This design comes from an exercise in tuning for small area on the open sky130 flow, not from production work.
RTL that was checked went through simulation tests only; none was proved equivalent to the original.
For run 2, only the layout was checked, not whether the RTL still works.
No activity file was given, so power comes from the tool's default toggle rates.

--- flow/design.v ---
module armreduced(
	input clk,
	input reset,
	output[31:0] pc,
	input[31:0] inst,
	input nIRQ,
	output [3:0] be,
	output[31:0] memaddr,
	output memwrite,
	output memread,
	output[31:0] writedata,
	input[31:0] readdata);
	assign be = 4'b1111;
	reg [31:2] r15;             
	reg [31:2] r14;             
	reg [32*14-1:0] rf;         
	reg [31:0] A, B;            
	reg [31:0] ALUout;          
	reg [31:0] B_MEM;           
	reg [31:0] WBdata;          
	reg z, c, setbubble;
	reg [9:0] st1, st2;         
	reg [3:0] st3;              
	reg [2:0] st4;              
	assign pc = {r15, 2'b00};
	wire [31:0] pcv = {r15, 2'b00};
	wire [31:0] lrv = {r14, 2'b00};
	assign memaddr = ALUout;
	assign writedata = B_MEM;
	wire [31:0] ins = setbubble ? 32'd0 : inst;
	wire [11:0] F = ins[31:20];
	wire [1:0] cF = (F == 12'd0) ? 2'b00 : (&F[11:9]) ? 2'b11 : (F[8] ? 2'b10 : 2'b01);
	function pass_of(input [1:0] cc, input zz);
		pass_of = (cc[1] & cc[0]) | (cc[0] & zz) | (cc[1] & ~zz);
	endfunction
	wire p1 = pass_of(st1[9:8], z);
	wire s1_br = p1 & st1[7];
	wire s1_ls = p1 & ~st1[7] & st1[6];
	wire IRwrite = ~s1_br;
	wire PCsave = s1_br & st1[4];
	wire regbdst = s1_ls & ~st1[0];
	reg [31:0] imm;
	always @(*) begin
		if (s1_br)
			imm = {{6{ins[23]}}, ins[23:0], 2'b00};
		else if (s1_ls)
			imm = {20'd0, ins[11:0]};
		else
			imm = {{24{ins[7]}}, ins[7:0]};
	end
	wire [3:0] ra = ins[19:16];
	wire [3:0] rb = regbdst ? ins[15:12] : ins[3:0];
	wire [31:0] readA, readB;
	rfread_cells port_a (.idx(ra), .regs({pcv, lrv, rf}), .out(readA));
	rfread_cells port_b (.idx(rb), .regs({pcv, lrv, rf}), .out(readB));
	wire p2 = pass_of(st2[9:8], z);
	wire [3:0] op = st2[4:1];
	wire isB = st2[7];
	wire isLS = ~st2[7] & st2[6];
	wire isDP = ~st2[7] & ~st2[6];
	wire isMOV = isDP & (op == 4'd13);
	wire useImm = isB | (isLS & ~st2[5]) | (isDP & st2[5]);
	wire [31:0] shifted = B << ins[11:7];
	wire [31:0] opA = isB ? pcv : isMOV ? 32'd0 : A;
	wire [31:0] opB = useImm ? imm : shifted;
	reg lg, sub, usec;       
	reg [1:0] lop;           
	always @(*) begin
		lg = 1'b0; sub = 1'b1; usec = 1'b0; lop = 2'd0;
		if (isB) begin
			sub = 1'b0;
		end else if (isLS) begin
			sub = ~st2[3];
		end else begin
			case (op)
			4'd0: begin lg = 1'b1; sub = 1'b0; lop = 2'd0; end
			4'd1: begin lg = 1'b1; sub = 1'b0; lop = 2'd1; end
			4'd12: begin lg = 1'b1; sub = 1'b0; lop = 2'd2; end
			4'd4, 4'd13: sub = 1'b0;
			4'd5: begin sub = 1'b0; usec = 1'b1; end
			4'd6: begin sub = 1'b1; usec = 1'b1; end
			default: sub = 1'b1;
			endcase
		end
	end
	wire [31:0] bx = sub ? ~opB : opB;
	wire cin = usec ? c : sub;
	wire kp = ~(lg & (lop == 2'd0));
	wire kg = lg & (lop != 2'd1);
	wire kc = ~lg;
	wire [32:0] cy;
	wire [31:0] res;
	assign cy[0] = cin;
	genvar q;
	generate
		for (q = 0; q < 32; q = q + 1) begin : rca
			wire pp = opA[q] ^ bx[q];
			wire gg = opA[q] & bx[q];
			assign res[q] = (pp & kp) ^ (gg & kg) ^ (cy[q] & kc);
			assign cy[q+1] = gg | (cy[q] & pp);
		end
	endgenerate
	wire [32:0] sum = {cy[32], 32'd0};
	wire [31:0] ALUresult = p2 ? res : {29'd0, r15[2], 2'b00};
	wire nzcv = p2 & isDP & ((op == 4'd10) | st2[0]);
	wire cnew = lg ? c : (sum[32] ^ sub);
	wire [31:2] pc4;
	wire [32:2] ic;
	assign ic[2] = 1'b1;
	generate
		for (q = 2; q < 32; q = q + 1) begin : inc
			assign pc4[q] = r15[q] ^ ic[q];
			assign ic[q+1] = r15[q] & ic[q];
		end
	endgenerate
	wire p3 = pass_of(st3[3:2], z);
	assign memwrite = p3 & (st3[1:0] == 2'b01);
	assign memread = p3 & (st3[1:0] == 2'b10);
	wire p4 = pass_of(st4[2:1], z);
	wire regwrite = p4 & st4[0];
	wire [3:0] rdst = ins[15:12];
	wire [31:0] wd = WBdata;    
	wire [1:0] tnext = isB ? 2'b00 : isLS ? (st2[0] ? 2'b10 : 2'b01) : ((op == 4'd10) ? 2'b00 : 2'b11);
	always @(posedge clk or posedge reset) begin
		if (reset) begin
			r15 <= 30'd0;
			B <= 32'd0;
			WBdata <= 32'd0;
			z <= 1'b0;
			c <= 1'b0;
			setbubble <= 1'b0;
			st1 <= 10'd0;
			st2 <= 10'd0;
			st3 <= 4'd0;
			st4 <= 3'd0;
		end else begin
			r15 <= setbubble ? (p2 ? r15 : {29'd0, r15[2]}) : pc4;
			B <= readB;
			WBdata <= (st3[1:0] == 2'b10) ? readdata : ALUout;
			if (nzcv) begin
				z <= (res == 32'd0);
				c <= cnew;
			end
			setbubble <= ~IRwrite;
			st1 <= {cF, F[7:0]};
			st2 <= st1;
			st3 <= {st2[9:8], tnext};
			st4 <= {st3[3:2], st3[1]};
		end
	end
	always @(posedge clk) begin
		A <= readA;
		ALUout <= ALUresult;
		B_MEM <= B;
		if (reset | PCsave)
			r14 <= r15;
	end
	wire [13:0] en_lo, en_hi;
	rfwen_cells wen (.dst(rdst), .we(regwrite), .rst(reset), .en_lo(en_lo), .en_hi(en_hi));
	genvar g;
	generate
		for (g = 0; g < 14; g = g + 1) begin : regs
			always @(posedge clk) begin
				if (en_lo[g])
					rf[32*g +: 16] <= wd[15:0];
				if (en_hi[g])
					rf[32*g+16 +: 16] <= wd[31:16];
			end
		end
	endgenerate
endmodule
module rfread(input [3:0] idx, input [32*16-1:0] regs, output [31:0] out);
	reg [31:0] o;
	integer k;
	always @(*) begin
		o = 32'd0;
		for (k = 0; k < 16; k = k + 1)
			o = o | ({32{idx == k}} & regs[32*k +: 32]);
	end
	assign out = o;
endmodule
module rfwen(input [3:0] dst, input we, input rst, output [13:0] en_lo, output [13:0] en_hi);
	genvar g;
	generate
		for (g = 0; g < 14; g = g + 1) begin : e
			assign en_lo[g] = rst | (we & (dst == g));
		end
	endgenerate
	assign en_hi = en_lo;
endmodule
// Hand-mapped 16:1 x 32 read port: one-hot selects, a222oi AND-OR tree.
module rfread_cells(input [3:0] idx, input [32*16-1:0] regs, output [31:0] out);
	wire [15:0] s;
	wire [3:0] lo = 4'b0001 << idx[1:0];
	wire [3:0] hi = 4'b0001 << idx[3:2];
	genvar i, b;
	generate
		// each select drives 32 gates: use a strong and2 as its driver
		for (i = 0; i < 16; i = i + 1) begin : dec
			sky130_fd_sc_hd__and2_4 sd (.X(s[i]), .A(lo[i % 4]), .B(hi[i / 4]));
		end
		for (b = 0; b < 32; b = b + 1) begin : bit_
			wire t0, t1, t2, t3, t4, t5, u0, u1;
			sky130_fd_sc_hd__a222oi_1 g0 (.Y(t0), .A1(s[0]), .A2(regs[32*0+b]), .B1(s[1]), .B2(regs[32*1+b]), .C1(s[2]), .C2(regs[32*2+b]));
			sky130_fd_sc_hd__a222oi_1 g1 (.Y(t1), .A1(s[3]), .A2(regs[32*3+b]), .B1(s[4]), .B2(regs[32*4+b]), .C1(s[5]), .C2(regs[32*5+b]));
			sky130_fd_sc_hd__a222oi_1 g2 (.Y(t2), .A1(s[6]), .A2(regs[32*6+b]), .B1(s[7]), .B2(regs[32*7+b]), .C1(s[8]), .C2(regs[32*8+b]));
			sky130_fd_sc_hd__a222oi_1 g3 (.Y(t3), .A1(s[9]), .A2(regs[32*9+b]), .B1(s[10]), .B2(regs[32*10+b]), .C1(s[11]), .C2(regs[32*11+b]));
			sky130_fd_sc_hd__a222oi_1 g4 (.Y(t4), .A1(s[12]), .A2(regs[32*12+b]), .B1(s[13]), .B2(regs[32*13+b]), .C1(s[14]), .C2(regs[32*14+b]));
			sky130_fd_sc_hd__nand2_1 g5 (.Y(t5), .A(s[15]), .B(regs[32*15+b]));
			sky130_fd_sc_hd__nand3_1 g6 (.Y(u0), .A(t0), .B(t1), .C(t2));
			sky130_fd_sc_hd__nand3_1 g7 (.Y(u1), .A(t3), .B(t4), .C(t5));
			sky130_fd_sc_hd__or2_1 g8 (.X(out[b]), .A(u0), .B(u1));
		end
	endgenerate
endmodule
// Hand-mapped register-file write enables: one a21o_2 per register half.
module rfwen_cells(input [3:0] dst, input we, input rst, output [13:0] en_lo, output [13:0] en_hi);
	wire [3:0] lo = {4{we}} & (4'b0001 << dst[1:0]);
	wire [3:0] hi = 4'b0001 << dst[3:2];
	genvar g;
	generate
		for (g = 0; g < 14; g = g + 1) begin : e
			sky130_fd_sc_hd__a21o_2 dl (.X(en_lo[g]), .A1(lo[g % 4]), .A2(hi[g / 4]), .B1(rst));
			sky130_fd_sc_hd__a21o_2 dh (.X(en_hi[g]), .A1(lo[g % 4]), .A2(hi[g / 4]), .B1(rst));
		end
	endgenerate
endmodule
--- flow/config.mk ---
export PLATFORM = sky130hd
export DESIGN_NAME = armreduced
export DESIGN_NICKNAME = armreduced
export VERILOG_FILES = /design/flow/design.v
export SDC_FILE = /design/flow/constraint.sdc
export NUM_CORES = 4
export LEC_CHECK = 0
export CAP_MARGIN = 20
export CORE_MARGIN = 2
export CORE_UTILIZATION = 65
export GPL_TIMING_DRIVEN = 0
export SLEW_MARGIN = 20
--- flow/flow/rfread_cells.v ---
// Hand-mapped 16:1 x 32 read port: one-hot selects, a222oi AND-OR tree.
module rfread_cells(input [3:0] idx, input [32*16-1:0] regs, output [31:0] out);
	wire [15:0] s;
	wire [3:0] lo = 4'b0001 << idx[1:0];
	wire [3:0] hi = 4'b0001 << idx[3:2];
	genvar i, b;
	generate
		// each select drives 32 gates: use a strong and2 as its driver
		for (i = 0; i < 16; i = i + 1) begin : dec
			sky130_fd_sc_hd__and2_4 sd (.X(s[i]), .A(lo[i % 4]), .B(hi[i / 4]));
		end
		for (b = 0; b < 32; b = b + 1) begin : bit_
			wire t0, t1, t2, t3, t4, t5, u0, u1;
			sky130_fd_sc_hd__a222oi_1 g0 (.Y(t0), .A1(s[0]), .A2(regs[32*0+b]), .B1(s[1]), .B2(regs[32*1+b]), .C1(s[2]), .C2(regs[32*2+b]));
			sky130_fd_sc_hd__a222oi_1 g1 (.Y(t1), .A1(s[3]), .A2(regs[32*3+b]), .B1(s[4]), .B2(regs[32*4+b]), .C1(s[5]), .C2(regs[32*5+b]));
			sky130_fd_sc_hd__a222oi_1 g2 (.Y(t2), .A1(s[6]), .A2(regs[32*6+b]), .B1(s[7]), .B2(regs[32*7+b]), .C1(s[8]), .C2(regs[32*8+b]));
			sky130_fd_sc_hd__a222oi_1 g3 (.Y(t3), .A1(s[9]), .A2(regs[32*9+b]), .B1(s[10]), .B2(regs[32*10+b]), .C1(s[11]), .C2(regs[32*11+b]));
			sky130_fd_sc_hd__a222oi_1 g4 (.Y(t4), .A1(s[12]), .A2(regs[32*12+b]), .B1(s[13]), .B2(regs[32*13+b]), .C1(s[14]), .C2(regs[32*14+b]));
			sky130_fd_sc_hd__nand2_1 g5 (.Y(t5), .A(s[15]), .B(regs[32*15+b]));
			sky130_fd_sc_hd__nand3_1 g6 (.Y(u0), .A(t0), .B(t1), .C(t2));
			sky130_fd_sc_hd__nand3_1 g7 (.Y(u1), .A(t3), .B(t4), .C(t5));
			sky130_fd_sc_hd__or2_1 g8 (.X(out[b]), .A(u0), .B(u1));
		end
	endgenerate
endmodule
--- flow/constraint.sdc ---
create_clock -name core_clock -period 10.0 [get_ports {clk}]
set_input_delay 2.0000 -clock core_clock [delete_from_list [all_inputs] [get_ports {clk}]]
set_output_delay 2.0000 -clock core_clock [all_outputs]
set_load 0.01 [all_outputs]
--- flow/flow/rfwen_cells.v ---
// Hand-mapped register-file write enables: one a21o_2 per register half.
module rfwen_cells(input [3:0] dst, input we, input rst, output [13:0] en_lo, output [13:0] en_hi);
	wire [3:0] lo = {4{we}} & (4'b0001 << dst[1:0]);
	wire [3:0] hi = 4'b0001 << dst[3:2];
	genvar g;
	generate
		for (g = 0; g < 14; g = g + 1) begin : e
			sky130_fd_sc_hd__a21o_2 dl (.X(en_lo[g]), .A1(lo[g % 4]), .A2(hi[g / 4]), .B1(rst));
			sky130_fd_sc_hd__a21o_2 dh (.X(en_hi[g]), .A1(lo[g % 4]), .A2(hi[g / 4]), .B1(rst));
		end
	endgenerate
endmodule
--- flow/flow/run.sh ---
#!/bin/bash
# Layout flow: the standard ORFS flow (standard.sh, standard synthesis
# script) with these changes:
#  - the instances of rfread (register-file read ports) and rfwen
#    (register-file write enables) are swapped for hand-mapped versions of
#    the same function (flow/*_cells.v) before synthesis; no register
#    changes;
#  - buf_1 port buffers;
#  - a clock tree of clkbuf_4/clkbuf_8 without dummy loads.
# Each tool's output goes to a log file in this folder.
set -euo pipefail
swap() {  # module, expected instance count
	local n
	n=$(grep -c "^[[:space:]]*$1 [a-z_]* (" design.v || true)
	if [[ "$n" != "$2" ]]; then echo "expected $2 $1 instances, found $n" >&2; exit 1; fi
	sed -i "s/^\([[:space:]]*\)$1 \([a-z_]*\) (/\1$1_cells \2 (/" design.v
	cat "flow/$1_cells.v" >> design.v
}
swap rfread 2
swap rfwen 1
export BUFFER_PORTS_ARGS="-buffer_cell sky130_fd_sc_hd__buf_1"
export CTS_ARGS="-sink_clustering_enable -repair_clock_nets -dont_use_dummy_load -buf_list {sky130_fd_sc_hd__clkbuf_4 sky130_fd_sc_hd__clkbuf_8} -sink_clustering_size 16 -sink_clustering_max_diameter 50"
bash standard.sh > standard.log 2>&1
--- flow/standard.sh ---
#!/bin/bash
# synth_recipe.tcl (not shown) runs the flow's synth.tcl, then flattens the netlist and writes it again
# the make line also repeats each setting of config.mk as NAME=value (left out here)
make -C /OpenROAD-flow-scripts/flow DESIGN_CONFIG=/design/flow/config.mk WORK_HOME=/design/flow/orfs CLKGATE_MAP_FILE= SYNTH_SCRIPT=/design/flow/synth_recipe.tcl "${@:-finish}"
==> flow_summary.json, run 1 <==
{
  "start_util_pct": 65.9,
  "power-per-cell-area_nw_per_um2": 261,
  "die_w_um": 227,
  "synthCells": 2530,
  "grt_pass1_vias": 24800,
  "clkTransAtPathRegs_ns": 0.07,
  "cts_tree": "built",
  "vias": 26300,
  "cts_buffers": 60,
  "synth_top_cell_area_share_pct": 44.4,
  "post_cts_buffers": 0,
  "dpl.hpwl_mm": 77.6,
  "die_area_um2": 51500,
  "timing.slew.headroom_pct": 26.5,
  "core_area_um2": 49100,
  "wl_met2_mm": 50.4,
  "timing.final.crit_share_pct": 76.4,
  "die_h_um": 227,
  "clockBufferDepth": 3,
  "grt_overflow": 0,
  "ys_types": 97,
  "cp_max_fo": 10,
  "drc": 0,
  "drv_cap": 0,
  "vias_per_cell": 7.66,
  "synth_common_cells": "edfxtp_1 (478), a222oi_1 (320), nand2_1 (191)",
  "final-setup-viol-count": 0,
  "max_freq_mhz": 131,
  "fp-row-count": 81,
  "power_mw": 9.07,
  "yosys_register_bits": 698,
  "first_pass_iters": 13,
  "hold_buffers": 0,
  "yosysWarnings": 1,
  "synth.most_common_cell": "edfxtp_1",
  "synth-main-ff-cell": "edfxtp_1",
  "end_kind": "flop",
  "dr.first_iter.drc_count": 6762,
  "path_cells": "buf_1 > nor2b_1 > clkbuf_1 > buf_2 > mux2i_1 > mux2i_1 > a21oi_1 > nand2_1 > nand2_1 > o22ai_1 > a21oi_1 > xnor2_1 > ha_1 > clkbuf_1 > a21o_1 > a21oi_1 > o21ai_0 > a41o_1 > a32oi_1 > a2111oi_0 > nor4b_1 > and4_1 > nand4_1 > o22ai_2",
  "synth_largest_area_cell": "edfxtp_1",
  "yosysSeqAreaShare_pct": 60.0,
  "ant_nets": 0,
  "clk_latency_ns": 0.77,
  "cpPeakStageDelay_ns": 0.55,
  "wl_per_cell_um": 32.9,
  "fin_skew_ns": 0.161,
  "vdd_ir_drop_max_v": 0.000161,
  "hold_viol": 0,
  "antenna_found_initial": 11,
  "met1_length_mm": 39.1,
  "syn_area_um2": 32300,
  "pin_count": 169,
  "routed-wl-met3_mm": 17.4,
  "cp.arrival_ns": 8.19,
  "cts-htree-levels": 2,
  "pwr-share-seq_pct": 52.1,
  "power_leakage_nw": 13.2,
  "gr-usage-all-layers_pct": 43.8,
  "p_int_mw": 5.57,
  "worstSetupPathType": "in -> reg",
  "crit_top_cell": "a21oi_1",
  "yosys-top-cells-area": "edfxtp_1 (44%), a222oi_1 (9.9%), dfrtp_1 (9.6%), dfxtp_1 (5.9%), nand3_1 (2.7%)",
  "fin_crit_ns": 7.64,
  "crit_slowest_cell": "nor4b_1",
  "cts_sinks": 698,
  "grt_max_degree": 72,
  "synthArstFlopShare_pct": 17.8,
  "hold_ws_ns": 0.354,
  "pwr-share-clk_pct": 15.5,
  "netSwitchingFraction_pct": 38.6,
  "maxSlewViolCount": 0,
  "clockRootBuffer": "clkbuf_8",
  "grt_pass1_wl_mm": 163,
  "hp-class": "reg -> reg",
  "drive_above_1_share_pct": 9.25,
  "synth-edff-count": 478,
  "layout.nets": 2896,
  "routabilityCongestion": 1.01,
  "startpoint_type": "input port",
  "status": "no timing/DRC/antenna violations",
  "syn_avg_cell_area_um2": 12.8,
  "area.growth.synth_to_final_pct": 7.46,
  "switching_power_mw": 3.50,
  "portBuffers": 161,
  "worstMarginPinSlew_ns": 1.09,
  "crit_required_ns": 10.55,
  "fillers": 3418,
  "cts_resized": 0,
  "drt_wl_total_mm": 113,
  "combPwrFrac_pct": 32.3,
  "top_layer": "met5",
  "rsz0062_at_grt": "false"
}
-- power groups by stage --
stage | Combinational (mW) | Sequential (mW) | Clock [mW]
final | 2.93 | 4.73 | 1.41
after global routing | 3.11 | 4.79 | 1.50
after CTS | 2.82 | 4.69 | 1.40
after global placement | 2.75 | 4.66 | 0
after detailed placement | 2.80 | 4.75 | 0
after floorplan | 1.85 | 4.47 | 0
-- placed cells by master (no fill, tap or decap), drive strengths merged, types with 18 or more instances in the layout --
cell      n
a211oi   21
a21o     42
a21oi   114
a222oi  320
a22o     30
a31oi    18
and2     41
buf     227
clkbuf  121
dfrtp   124
dfxtp    96
edfxtp  478
ha       60
inv      48
mux2     35
mux2i    85
nand2   191
nand3   173
nor2     74
nor2b    20
nor3     25
o21ai    66
o22ai    44
or2      73
xnor2    31
xor2     23
-- layer usage --
layer	up-vias	track usage (%)
li1	10800	-
met1	12600	58.4
met2	2461	68.0
met3	469	13.2
met4	6	17.5
met5	-	0
-- stage by stage --
stage               setup TNS, ns  setup WS (ns)  area (µm²)  utilization [%]  instances
floorplan                       0           3.15       32400                -       2542
finish                          0           2.36       34700             70.8       3438
global placement            -8.77         -0.299       33800             68.9       3367
CTS                             0           2.68       34700             70.8       3431
global route                    0           2.23       34700             70.8       3435
detailed placement              0           2.02       33900             69.1       3371
-- cells by family (layout without fill, tap and decap cells) --
kind of cell	Yosys count	count (layout)	share of synthesized area, %
compound gates	744	744	18.9
simple gates	681	681	10.9
buf+inv	171	396	2.52
mux	120	120	3.85
flops	698	698	60.0
other cells	2	21	0.0232
xor+xnor	54	54	1.49
fa+ha+maj	60	60	2.32
-- worst max-delay path, delay by kind of cell --
kind,cells,cell delay [ns]
mux,2,0.43
buf+inv,4,1.21
xor+xnor,1,0.19
compound gates,10,2.65
simple gates,6,1.33
fa+ha+maj,1,0.34
-- registers in the layout (all words and copies together) (netlist names) --
signal / count
setbubble: 1
A: 32
r15: 30
ALUout: 32
st4: 3
B: 32
c: 1
WBdata: 32
r14: 30
st3: 4
st2: 10
z: 1
rf: 448
B_MEM: 32
st1: 10
-- cell type report --
cell class,count,area (µm²),share of cell area (%)
antenna,7,17.5,0.0504
buffer,123,633,1.82
clock buffer,60,826,2.38
inverter,48,188,0.540
multi-input combinational,1673,12200,35.1
sequential,698,19400,55.8
tap,664,831,2.39
timing repair buffer,165,672,1.93
-- worst paths after layout --
path                       startpoint    endpoint  slack, ns  depth (start not counted)
setup / recovery              inst[8]           z       2.36                         24
hold / removal                 st1[1]      st2[1]       0.35                          0
setup reg to reg               r15[2]     r15[30]       3.10                         30
hold reg to reg                st1[1]      st2[1]       0.35                          0
max in group asynchronous       reset   WBdata[3]       7.62                          3
min in group asynchronous       reset  WBdata[16]       1.50                          2
==> inputs of run 2 (changes only) <==
--- a/flow/design.v
+++ b/flow/design.v
@@ -48,12 +48,25 @@
 		else
 			imm = {{24{ins[7]}}, ins[7:0]};
 	end
+	wire p2 = pass_of(st2[9:8], z);
+	genvar q;
+	wire [31:2] pc4;
+	wire [32:2] ic;
+	assign ic[2] = 1'b1;
+	generate
+		for (q = 2; q < 32; q = q + 1) begin : inc
+			assign pc4[q] = r15[q] ^ ic[q];
+			assign ic[q+1] = r15[q] & ic[q];
+		end
+	endgenerate
+	wire [31:2] pc_next = setbubble ? (p2 ? r15 : {29'd0, r15[2]}) : pc4;
 	wire [3:0] ra = ins[19:16];
 	wire [3:0] rb = regbdst ? ins[15:12] : ins[3:0];
 	wire [31:0] readA, readB;
-	rfread_cells port_a (.idx(ra), .regs({pcv, lrv, rf}), .out(readA));
+	wire st1_br = st1[7];
+	wire st1_mov = ~st1[7] & ~st1[6] & (st1[4:1] == 4'd13);
+	rfreadA_cells port_a (.idx(ra), .regs({pcv, lrv, rf}), .alt({pc_next, 2'b00}), .use_alt(st1_br), .kill(st1_mov), .out(readA));
 	rfread_cells port_b (.idx(rb), .regs({pcv, lrv, rf}), .out(readB));
-	wire p2 = pass_of(st2[9:8], z);
 	wire [3:0] op = st2[4:1];
 	wire isB = st2[7];
 	wire isLS = ~st2[7] & st2[6];
@@ -61,7 +74,7 @@
 	wire isMOV = isDP & (op == 4'd13);
 	wire useImm = isB | (isLS & ~st2[5]) | (isDP & st2[5]);
 	wire [31:0] shifted = B << ins[11:7];
-	wire [31:0] opA = isB ? pcv : isMOV ? 32'd0 : A;
+	wire [31:0] opA = A;
 	wire [31:0] opB = useImm ? imm : shifted;
 	reg lg, sub, usec;       
 	reg [1:0] lop;           
@@ -91,7 +104,6 @@
 	wire [32:0] cy;
 	wire [31:0] res;
 	assign cy[0] = cin;
-	genvar q;
 	generate
 		for (q = 0; q < 32; q = q + 1) begin : rca
 			wire pp = opA[q] ^ bx[q];
@@ -104,15 +116,6 @@
 	wire [31:0] ALUresult = p2 ? res : {29'd0, r15[2], 2'b00};
 	wire nzcv = p2 & isDP & ((op == 4'd10) | st2[0]);
 	wire cnew = lg ? c : (sum[32] ^ sub);
-	wire [31:2] pc4;
-	wire [32:2] ic;
-	assign ic[2] = 1'b1;
-	generate
-		for (q = 2; q < 32; q = q + 1) begin : inc
-			assign pc4[q] = r15[q] ^ ic[q];
-			assign ic[q+1] = r15[q] & ic[q];
-		end
-	endgenerate
 	wire p3 = pass_of(st3[3:2], z);
 	assign memwrite = p3 & (st3[1:0] == 2'b01);
 	assign memread = p3 & (st3[1:0] == 2'b10);
@@ -134,7 +137,7 @@
 			st3 <= 4'd0;
 			st4 <= 3'd0;
 		end else begin
-			r15 <= setbubble ? (p2 ? r15 : {29'd0, r15[2]}) : pc4;
+			r15 <= pc_next;
 			B <= readB;
 			WBdata <= (st3[1:0] == 2'b10) ? readdata : ALUout;
 			if (nzcv) begin
@@ -188,6 +191,20 @@
 	endgenerate
 	assign en_hi = en_lo;
 endmodule
+module rfreadA(input [3:0] idx, input [32*16-1:0] regs, input [31:0] alt, input use_alt, input kill, output [31:0] out);
+	reg [31:0] o;
+	integer k;
+	always @(*) begin
+		o = 32'd0;
+		for (k = 0; k < 16; k = k + 1)
+			o = o | ({32{idx == k}} & regs[32*k +: 32]);
+		if (use_alt)
+			o = alt;
+		else if (kill)
+			o = 32'd0;
+	end
+	assign out = o;
+endmodule
 // Hand-mapped 16:1 x 32 read port: one-hot selects, a222oi AND-OR tree.
 module rfread_cells(input [3:0] idx, input [32*16-1:0] regs, output [31:0] out);
 	wire [15:0] s;
@@ -213,6 +230,34 @@
 		end
 	endgenerate
 endmodule
+// Hand-mapped port A: 16 register slots plus an alternative input.
+// out = use_alt ? alt : kill ? 0 : regs[idx]   (one-hot a222oi AND-OR tree)
+module rfreadA_cells(input [3:0] idx, input [32*16-1:0] regs, input [31:0] alt, input use_alt, input kill, output [31:0] out);
+	wire [15:0] s;
+	wire sa;
+	wire [3:0] lo = 4'b0001 << idx[1:0];
+	wire [3:0] hi = {4{~use_alt & ~kill}} & (4'b0001 << idx[3:2]);
+	genvar i, b;
+	generate
+		// each select drives 32 gates: use a strong driver
+		for (i = 0; i < 16; i = i + 1) begin : dec
+			sky130_fd_sc_hd__and2_4 sd (.X(s[i]), .A(lo[i % 4]), .B(hi[i / 4]));
+		end
+		sky130_fd_sc_hd__buf_4 sad (.X(sa), .A(use_alt));
+		for (b = 0; b < 32; b = b + 1) begin : bit_
+			wire t0, t1, t2, t3, t4, t5, u0, u1;
+			sky130_fd_sc_hd__a222oi_1 g0 (.Y(t0), .A1(s[0]), .A2(regs[32*0+b]), .B1(s[1]), .B2(regs[32*1+b]), .C1(s[2]), .C2(regs[32*2+b]));
+			sky130_fd_sc_hd__a222oi_1 g1 (.Y(t1), .A1(s[3]), .A2(regs[32*3+b]), .B1(s[4]), .B2(regs[32*4+b]), .C1(s[5]), .C2(regs[32*5+b]));
+			sky130_fd_sc_hd__a222oi_1 g2 (.Y(t2), .A1(s[6]), .A2(regs[32*6+b]), .B1(s[7]), .B2(regs[32*7+b]), .C1(s[8]), .C2(regs[32*8+b]));
+			sky130_fd_sc_hd__a222oi_1 g3 (.Y(t3), .A1(s[9]), .A2(regs[32*9+b]), .B1(s[10]), .B2(regs[32*10+b]), .C1(s[11]), .C2(regs[32*11+b]));
+			sky130_fd_sc_hd__a222oi_1 g4 (.Y(t4), .A1(s[12]), .A2(regs[32*12+b]), .B1(s[13]), .B2(regs[32*13+b]), .C1(s[14]), .C2(regs[32*14+b]));
+			sky130_fd_sc_hd__a22oi_1 g5 (.Y(t5), .A1(s[15]), .A2(regs[32*15+b]), .B1(sa), .B2(alt[b]));
+			sky130_fd_sc_hd__nand3_1 g6 (.Y(u0), .A(t0), .B(t1), .C(t2));
+			sky130_fd_sc_hd__nand3_1 g7 (.Y(u1), .A(t3), .B(t4), .C(t5));
+			sky130_fd_sc_hd__or2_1 g8 (.X(out[b]), .A(u0), .B(u1));
+		end
+	endgenerate
+endmodule
 // Hand-mapped register-file write enables: one a21o_2 per register half.
 module rfwen_cells(input [3:0] dst, input we, input rst, output [13:0] en_lo, output [13:0] en_hi);
 	wire [3:0] lo = {4{we}} & (4'b0001 << dst[1:0]);
--- a/flow/flow/run.sh
+++ b/flow/flow/run.sh
@@ -1,7 +1,7 @@
 #!/bin/bash
 # Layout flow: the standard ORFS flow (standard.sh, standard synthesis
 # script) with these changes:
-#  - the instances of rfread (register-file read ports) and rfwen
+#  - the instances of rfread and rfreadA (register-file read ports) and rfwen
 #    (register-file write enables) are swapped for hand-mapped versions of
 #    the same function (flow/*_cells.v) before synthesis; no register
 #    changes;
@@ -16,7 +16,8 @@
 	sed -i "s/^\([[:space:]]*\)$1 \([a-z_]*\) (/\1$1_cells \2 (/" design.v
 	cat "flow/$1_cells.v" >> design.v
 }
-swap rfread 2
+swap rfread 1
+swap rfreadA 1
 swap rfwen 1
 export BUFFER_PORTS_ARGS="-buffer_cell sky130_fd_sc_hd__buf_1"
 export CTS_ARGS="-sink_clustering_enable -repair_clock_nets -dont_use_dummy_load -buf_list {sky130_fd_sc_hd__clkbuf_4 sky130_fd_sc_hd__clkbuf_8} -sink_clustering_size 16 -sink_clustering_max_diameter 50"
==> flow/flow/rfreadA_cells.v (new file) <==
// Hand-mapped port A: 16 register slots plus an alternative input.
// out = use_alt ? alt : kill ? 0 : regs[idx]   (one-hot a222oi AND-OR tree)
module rfreadA_cells(input [3:0] idx, input [32*16-1:0] regs, input [31:0] alt, input use_alt, input kill, output [31:0] out);
	wire [15:0] s;
	wire sa;
	wire [3:0] lo = 4'b0001 << idx[1:0];
	wire [3:0] hi = {4{~use_alt & ~kill}} & (4'b0001 << idx[3:2]);
	genvar i, b;
	generate
		// each select drives 32 gates: use a strong driver
		for (i = 0; i < 16; i = i + 1) begin : dec
			sky130_fd_sc_hd__and2_4 sd (.X(s[i]), .A(lo[i % 4]), .B(hi[i / 4]));
		end
		sky130_fd_sc_hd__buf_4 sad (.X(sa), .A(use_alt));
		for (b = 0; b < 32; b = b + 1) begin : bit_
			wire t0, t1, t2, t3, t4, t5, u0, u1;
			sky130_fd_sc_hd__a222oi_1 g0 (.Y(t0), .A1(s[0]), .A2(regs[32*0+b]), .B1(s[1]), .B2(regs[32*1+b]), .C1(s[2]), .C2(regs[32*2+b]));
			sky130_fd_sc_hd__a222oi_1 g1 (.Y(t1), .A1(s[3]), .A2(regs[32*3+b]), .B1(s[4]), .B2(regs[32*4+b]), .C1(s[5]), .C2(regs[32*5+b]));
			sky130_fd_sc_hd__a222oi_1 g2 (.Y(t2), .A1(s[6]), .A2(regs[32*6+b]), .B1(s[7]), .B2(regs[32*7+b]), .C1(s[8]), .C2(regs[32*8+b]));
			sky130_fd_sc_hd__a222oi_1 g3 (.Y(t3), .A1(s[9]), .A2(regs[32*9+b]), .B1(s[10]), .B2(regs[32*10+b]), .C1(s[11]), .C2(regs[32*11+b]));
			sky130_fd_sc_hd__a222oi_1 g4 (.Y(t4), .A1(s[12]), .A2(regs[32*12+b]), .B1(s[13]), .B2(regs[32*13+b]), .C1(s[14]), .C2(regs[32*14+b]));
			sky130_fd_sc_hd__a22oi_1 g5 (.Y(t5), .A1(s[15]), .A2(regs[32*15+b]), .B1(sa), .B2(alt[b]));
			sky130_fd_sc_hd__nand3_1 g6 (.Y(u0), .A(t0), .B(t1), .C(t2));
			sky130_fd_sc_hd__nand3_1 g7 (.Y(u1), .A(t3), .B(t4), .C(t5));
			sky130_fd_sc_hd__or2_1 g8 (.X(out[b]), .A(u0), .B(u1));
		end
	endgenerate
endmodule
--- a/flow/config.mk
+++ b/flow/config.mk
@@ -7,6 +7,6 @@
 export LEC_CHECK = 0
 export CAP_MARGIN = 20
 export CORE_MARGIN = 2
-export CORE_UTILIZATION = 65
+export CORE_UTILIZATION = 55
 export GPL_TIMING_DRIVEN = 0
 export SLEW_MARGIN = 20
==> flow_summary.json, run 2 <==
{
  "post_cts_buffers": 0,
  "drv_cap": 0,
  "status": "no timing/DRC/antenna violations",
  "synth-edff-count": 478,
  "end_kind": "flop",
  "cts-htree-levels": 3,
  "top_register": "rf",
  "grt_overflow": 0,
  "clkTransAtPathRegs_ns": 0.07,
  "cts_resized": 0,
  "place_ws_ns": 0.941,
  "path_cells": "buf_1 > nor2b_1 > clkbuf_1 > buf_1 > mux2i_1 > mux2i_1 > a21oi_1 > o22ai_1 > xor2_1 > ha_1 > and3_1 > nor4_1 > nand2_1 > o211ai_1 > a2111oi_0 > a311oi_1 > nand2_1 > or4_1 > nor4_1 > nand4bb_1 > o31ai_2",
  "cts_sinks": 698,
  "syn_area_um2": 31400,
  "pin_count": 169,
  "grt_max_degree": 77,
  "first_pass_iters": 14,
  "stdcell_area_um2": 34100,
  "worstSetupPathType": "in -> reg",
  "drt_wl_total_mm": 111,
  "fp-row-count": 87,
  "p_int_mw": 5.63,
  "synth_common_cells": "edfxtp_1 (478), a222oi_1 (320), nand2_1 (175)",
  "crit_required_ns": 10.55,
  "clockBufferDepth": 3,
  "cp_max_fo": 10,
  "place_area_um2": 33100,
  "crit_slowest_cell": "a311oi_1",
  "pwr-share-clk_pct": 16.8,
  "netSwitchingFraction_pct": 37.4,
  "ys_types": 82,
  "vias_per_cell": 7.18,
  "synth_largest_area_cell": "edfxtp_1",
  "rsz0062_at_grt": "false",
  "cpPeakStageDelay_ns": 0.71,
  "synthArstFlopShare_pct": 17.8,
  "grt_pass1_vias": 22900,
  "synthCells": 2330,
  "fin_skew_ns": 0.108,
  "final-setup-viol-count": 0,
  "hold_ws_ns": 0.338,
  "yosys_register_bits": 698,
  "start_util_pct": 55.7,
  "fin_util_pct": 60.3,
  "wl_per_cell_um": 33.3,
  "antenna_found_initial": 16,
  "power_leakage_nw": 12.9,
  "hold_viol": 0,
  "yosysWarnings": 1,
  "cts_buffers": 68,
  "area.growth.synth_to_final_pct": 8.32,
  "fin_ws_ns": 1.44,
  "largest_reg_flops": 448,
  "clockRootBuffer": "clkbuf_8",
  "vdd_ir_drop_max_v": 0.000152,
  "dr.first_iter.drc_count": 4849,
  "gr-usage-all-layers_pct": 37.0,
  "max_freq_mhz": 117,
  "grt_pass1_wl_mm": 158,
  "core_area_um2": 56500,
  "fin_crit_ns": 8.56,
  "cts_tree": "built",
  "maxSlewViolCount": 0,
  "die_h_um": 243,
  "layout.nets": 2704,
  "yosysSeqAreaShare_pct": 61.6,
  "tns_ns": 0,
  "power-per-cell-area_nw_per_um2": 264,
  "cp.arrival_ns": 9.11,
  "pwr-share-seq_pct": 52.5,
  "portBuffers": 161,
  "syn_avg_cell_area_um2": 13.5,
  "clk_latency_ns": 0.69,
  "fillers": 4444,
  "yosys-top-cells-area": "edfxtp_1 (46%), a222oi_1 (10%), dfrtp_1 (9.9%), dfxtp_1 (6.1%), mux2i_1 (3.0%)",
  "die_w_um": 243,
  "dpl.hpwl_mm": 72.9,
  "layout_commonest_cell": "edfxtp_1",
  "drc": 0,
  "crit_buf_inv": 3,
  "hold_buffers": 0,
  "hp-class": "reg -> reg",
  "switching_power_mw": 3.36,
  "routabilityCongestion": 0.974,
  "vias": 23900,
  "final_cell_mix": "edfxtp_1 (478), a222oi_1 (320), nand2_1 (174), buf_1 (170), nand3_1 (146)",
  "die_area_um2": 59100,
  "cp_top_family": "simple AND/OR/NAND/NOR gates",
  "startpoint_type": "input port",
  "drive_above_1_share_pct": 9.09,
  "timing.final.crit_share_pct": 85.6,
  "synth-main-ff-cell": "edfxtp_1",
  "ant_nets": 0,
  "synth_top_cell_area_share_pct": 45.7,
  "synth.most_common_cell": "edfxtp_1",
  "worstMarginPinSlew_ns": 1.17,
  "combPwrFrac_pct": 30.6,
  "timing.slew.headroom_pct": 20.2
}
[run 2: changes by cell type after synthesis, sizes merged, moves of 16 or more]
cell     previous run  this run
a21oi             114        58
nand3             173       146
a22oi               9        39
a22o               30         0
nand2             191       175
o21ai              66        34
o22ai              44        19
xnor2              31        48
inv                48        15
o2bb2ai             1        28
xor2               23        53
[run 2: power groups by stage]
| stage | combinational (mW) | sequential [mW] | clock, mW |
|---|---|---|---|
| finish | 2.75 | 4.72 | 1.51 |
| global route | 2.95 | 4.81 | 1.63 |
| CTS | 2.69 | 4.70 | 1.53 |
| detailed placement | 2.68 | 4.76 | 0 |
| global placement | 2.67 | 4.70 | 0 |
| floorplan | 1.74 | 4.49 | 0 |
[run 2: logic make-up after synthesis]
| family | share of synthesized area (%) |
|---|---|
| adder cells (fa/ha/maj) | 2.39 |
| other | 0.0239 |
| AND/OR/NAND/NOR | 9.44 |
| multiplexers | 4.39 |
| AO/OA/AOI/OAI | 17.4 |
| flip-flops | 61.6 |
| buffers and inverters | 1.97 |
| XOR/XNOR | 2.81 |
[run 2: per-stage QoR]
stage               power, mW  instances
finish                   8.99       3333
floorplan                6.23       2344
global route             9.39       3332
detailed placement       7.44       3263
CTS                      8.92       3331
global placement         7.37       3261
[run 2: path summary, 6_finish.rpt]
| kind | depth (start not counted) | start | slack [ns] | end |
|---|---|---|---|---|
| worst max-delay path | 21 | inst[8] | 1.44 | z |
| worst min-delay path | 0 | st3[3] | 0.34 | st4[2] |
| worst max register to register | 21 | setbubble | 2.18 | z |
| worst min register to register | 0 | st3[3] | 0.34 | st4[2] |
| max in group asynchronous | 4 | reset | 7.39 | st2[2] |
| min in group asynchronous | 3 | reset | 1.73 | WBdata[0] |
[run 2: final cells by class]
cell class | count | area [µm²] | share of cell area [%]
flip-flops and latches | 698 | 19400 | 56.9
multi-input cells | 1532 | 11500 | 33.8
well taps | 756 | 946 | 2.78
clock buffers | 68 | 936 | 2.75
repair buffers | 163 | 647 | 1.90
plain buffers | 99 | 563 | 1.65
inverters | 15 | 63.8 | 0.187
diodes | 2 | 5.00 | 0.0147
[run 2: metal layers]
metal	up-vias	share of wire [%]	GRT usage (%)
met5	-	0.044	0
met3	197	13	10.3
li1	10100	-	-
met1	11900	39	52.2
met4	8	2.8	9.62
met2	1711	45	56.9
[run 2: worst register-to-register path, cell delays in order (launching register included)]
cell and delay (ns):
dfrtp_1 0.32, clkbuf_1 0.41, inv_2 0.16, nand2_1 0.48, clkbuf_1 0.62, a21o_1 0.30, nor2_1 0.06, a21oi_1 0.41
o22ai_1 0.16, xor2_1 0.28, ha_1 0.37, and3_1 0.20, nor4_1 0.46, nand2_1 0.17, o211ai_1 0.67, a2111oi_0 0.25
a311oi_1 0.71, nand2_1 0.09, or4_1 0.51, nor4_1 0.71, nand4bb_1 0.19, o31ai_2 0.21

-- separate check: timing with driven ports --
No port has a modelled driver above. Below, the same layouts with a new extraction and two added sets of constraints. Step 1 sets driving cells, clkbuf_16 on the clock port and buf_2 on the other inputs (assumed; they add their load-dependent delay and slew). Step 2 adds t to the input delays and takes it off the output delays; t is the mean of the earliest and latest rising clock arrival at the registers after step 1. Input paths then give back, and output paths get back, about the clock's delay inside the block. Three values: no drivers, after step 1, after step 2; two values: the first two.
run | t (ns) | setup slack, ns | pins driven straight from the clock port
run 1 | 0.744 | 2.359 / 2.317 / 1.573 | 1
run 2 | 0.691 | 1.440 / 1.459 / 0.769 | 1
After both steps setup and hold are still met in every run listed. The setup slack of run 1, which loses most, moves by -0.042 ns with the drivers and by -0.786 ns with both steps.
